Background: an optimization exercise with open tools, aiming at small area and a short achievable clock period. Do not read the settings as production practice.
Function was checked by simulation only, so behaviour that the tests miss may differ from the original.

==> module vector_alu, before the edit <==
module vector_alu (
    input  logic        clk,
    input  logic        rst_n,
    input  logic [15:0] in_data,
    input  logic        in_valid,
    output logic        in_ready,
    output logic [15:0] y,
    output logic        y_valid,
    input  logic        enable_bn
);
    localparam logic [1:0] IDLE = 2'd0, LOAD_PARAMS = 2'd1, PROCESS = 2'd2, FINISH = 2'd3;
    logic [1:0]  current_state, next_state;
    logic [3:0]  load_count;
    logic        params_loaded;
    logic [15:0] bn_gamma, bn_beta, w4;
    logic [31:0] bn_g;      
    logic [31:0] bn_m;      
    logic        loading, take;
    logic        processing_valid;
    assign loading  = (current_state == LOAD_PARAMS);
    assign take     = (current_state == PROCESS) && in_valid;
    assign in_ready = (current_state != FINISH);
    always_comb begin
        next_state = current_state;
        case (current_state)
            IDLE:        if (in_valid) next_state = LOAD_PARAMS;
            LOAD_PARAMS: if (params_loaded) next_state = PROCESS;
            PROCESS:     if (!in_valid) next_state = FINISH;
            default: begin
                if (in_valid) next_state = PROCESS;
                else if (!y_valid) next_state = IDLE;
            end
        endcase
    end
    logic cnt3, take_w0, take_w4, op_g, op_m;
    assign cnt3    = loading && (load_count == 4'd3);
    assign take_w0 = loading && in_valid && (load_count == 4'd4);
    assign take_w4 = loading && in_valid && (load_count == 4'd8);
    always_ff @(posedge clk or negedge rst_n) begin
        if (!rst_n) begin
            current_state    <= IDLE;
            load_count       <= '0;
            params_loaded    <= 1'b0;
            w4               <= '0;
            processing_valid <= 1'b0;
            y_valid          <= 1'b0;
            op_g             <= 1'b0;
            op_m             <= 1'b0;
        end else begin
            current_state <= next_state;
            if (loading && in_valid && load_count != 4'd9)
                load_count <= load_count + 4'd1;
            if (take_w4)
                w4 <= in_data;
            if (load_count[3])
                params_loaded <= 1'b1;
            if (next_state == IDLE) begin
                load_count    <= '0;
                params_loaded <= 1'b0;
            end
            processing_valid <= take;
            y_valid          <= processing_valid;
            op_g             <= cnt3 || take_w4;
            op_m             <= take_w0;
        end
    end
    always_ff @(posedge clk) begin
        if (loading && in_valid) begin
            if (load_count == 4'd2) bn_gamma   <= in_data;
            if (load_count == 4'd3) bn_beta    <= in_data;
        end
    end
    logic [16:0] x_q;
    logic [31:0] bb_q, mt, prod, p_q;
    logic        bn_q, bn2_q;
    always_ff @(posedge clk) begin
        if (cnt3)         x_q <= {w4[15], w4};
        else if (take_w0) x_q <= {1'b0, bn_m[15:0]};
        else              x_q <= {in_data[15], in_data};
        if (cnt3 || take_w0 || take_w4) bb_q <= {16'd0, bn_gamma};
        else if (enable_bn)             bb_q <= op_g ? prod : bn_g;
        else                            bb_q <= {{16{w4[15]}}, w4};
        bn_q <= take && enable_bn;
    end
    assign mt   = bn_q ? bn_m : 32'd0;
    assign prod = x_q[15:0] * bb_q - (x_q[16] ? {bb_q[15:0], 16'd0} : 32'd0) - mt;
    always_ff @(posedge clk) begin
        if (op_g) bn_g <= prod;
        if (op_m) bn_m <= prod;
        else if (loading && in_valid && load_count == 4'd0) bn_m <= {16'd0, in_data};
        p_q   <= prod;
        bn2_q <= bn_q;
    end
    logic [15:0] lo;
    logic        bn_sat, conv_ovf;
    assign lo       = {1'b0, p_q[22:8]} + {1'b0, bn_beta[14:0]};
    assign bn_sat   = (|p_q[31:23]) | bn_beta[15] | lo[15];
    assign conv_ovf = ~((&p_q[31:15]) | ~(|p_q[31:15]));
    always_comb begin
        if (bn2_q)
            y = bn_sat ? 16'h7fff : {1'b0, lo[14:0]};
        else if (conv_ovf)
            y = p_q[31] ? 16'h8000 : 16'h7fff;
        else
            y = p_q[15:0];
    end
endmodule
==> flow/config.mk <==
export PLATFORM = sky130hd
export DESIGN_NAME = conv_bn_act
export DESIGN_NICKNAME = conv_bn_act
export VERILOG_FILES = /design/flow/design.v
export SDC_FILE = /design/flow/constraint.sdc
export NUM_CORES = 4
export LEC_CHECK = 0
export CAP_MARGIN = 20
export CORE_MARGIN = 2
export CORE_UTILIZATION = 40
export SLEW_MARGIN = 20
==> flow/constraint.sdc <==
create_clock -name core_clock -period 18.0 [get_ports {clk}]
set_input_delay 3.6000 -clock core_clock [delete_from_list [all_inputs] [get_ports {clk}]]
set_output_delay 3.6000 -clock core_clock [all_outputs]
set_load 0.01 [all_outputs]
standard.sh (not shown) runs the stock make flow with config.mk's settings and CLKGATE_MAP_FILE= SYNTH_SCRIPT=/design/flow/synth_recipe.tcl, a recipe that flattens the netlist after the stock synthesis.
==> flow/flow/run.sh <==
#!/bin/bash
# Standard synthesis, then inverters around full adders folded into the adders'
# polarity (flow/invfold.py), then the standard layout from floorplan on.
set -euo pipefail
export SETUP_SLACK_MARGIN=11.5
here=$(pwd)
bash standard.sh synth > "$here/synth.log" 2>&1
R=orfs/results/${FLOW_PLATFORM}/conv_bn_act/base
cp "$R/1_2_yosys.v" "$here/1_2_yosys.std.v"
python3 flow/invfold.py "$here/1_2_yosys.std.v" "$R/1_2_yosys.v" > "$here/invfold.log" 2>&1
rm -f "$R/1_synth.odb" "$R/1_synth.sdc"
bash standard.sh > "$here/layout.log" 2>&1
Other scripts of this flow, unchanged in this note and not shown: flow/flow/invfold.py
Then changed:
--- a/flow/design.v
+++ b/flow/design.v
@@ -71,11 +71,21 @@
         end
     end
-    logic [16:0] x_q;
+    logic [16:0] xs;
+    logic [18:0] xe;
+    logic [8:0]  b_one, b_two, b_neg;
     logic [31:0] bb_q, mt, prod, p_q;
     logic        bn_q, bn2_q;
-    always_ff @(posedge clk) begin
-        if (cnt3)         x_q <= {w4[15], w4};
-        else if (take_w0) x_q <= {1'b0, bn_m[15:0]};
-        else              x_q <= {in_data[15], in_data};
+    always_comb begin
+        if (cnt3)         xs = {w4[15], w4};
+        else if (take_w0) xs = {1'b0, bn_m[15:0]};
+        else              xs = {in_data[15], in_data};
+    end
+    assign xe = {xs[16], xs, 1'b0};
+    always_ff @(posedge clk) begin
+        for (int j = 0; j < 9; j++) begin
+            b_one[j] <= xe[2*j+1] ^ xe[2*j];
+            b_two[j] <= (xe[2*j+2] & ~xe[2*j+1] & ~xe[2*j]) | (~xe[2*j+2] & xe[2*j+1] & xe[2*j]);
+            b_neg[j] <= xe[2*j+2];
+        end
         if (cnt3 || take_w0 || take_w4) bb_q <= {16'd0, bn_gamma};
         else if (enable_bn)             bb_q <= op_g ? prod : bn_g;
@@ -83,6 +93,18 @@
         bn_q <= take && enable_bn;
     end
+    logic [31:0] rows [9];
+    logic [31:0] negs;
+    always_comb begin
+        negs = '0;
+        for (int j = 0; j < 9; j++) begin
+            rows[j] = '0;
+            for (int k = 2 * j; k < 32; k++)
+                rows[j][k] = ((b_one[j] & bb_q[k-2*j]) | (b_two[j] & ((k > 2 * j) ? bb_q[(k-2*j+31)%32] : 1'b0))) ^ b_neg[j];
+            negs[2*j] = b_neg[j];
+        end
+    end
     assign mt   = bn_q ? bn_m : 32'd0;
-    assign prod = x_q[15:0] * bb_q - (x_q[16] ? {bb_q[15:0], 16'd0} : 32'd0) - mt;
+    assign prod = rows[0] + rows[1] + rows[2] + rows[3] + rows[4] + rows[5] + rows[6]
+                + rows[7] + rows[8] + negs - mt;
     always_ff @(posedge clk) begin
         if (op_g) bn_g <= prod;
Result: Synthesized area goes down by about 8%. Via count decreases by 4.8%. Design area shrinks by 8.1%. Count of clock-buffer cells in the layout is unchanged. Die area went down by 7.7%. Worst setup slack is unchanged.

## afterwards: timing with drivers on the ports
Ports are ideal in the flow. The routed layouts listed here were re-timed in OpenROAD. Step 1, drivers: a clkbuf_16 drives clk and a buf_2 each remaining input, both assumed. Step 2 times the ports against the registers' clock, not the clock port: input delays grow and output delays shrink by t, the midpoint of the rising clock arrivals with the driver on. Slacks: ideal / step 1 / step 2; pairs: ideal / step 1.
run	t (ns)	setup slack, ns	latest minus earliest clock arrival (ns)
the first run	0.597	11.473 / 11.417 / 11.544	0.035 / 0.035
the second run	0.629	11.473 / 11.414 / 11.291	0.033 / 0.033
After both steps every run listed still meets setup and hold. The setup slack of the second run, which loses most, moves by -0.059 ns with the drivers and by -0.182 ns with both steps.
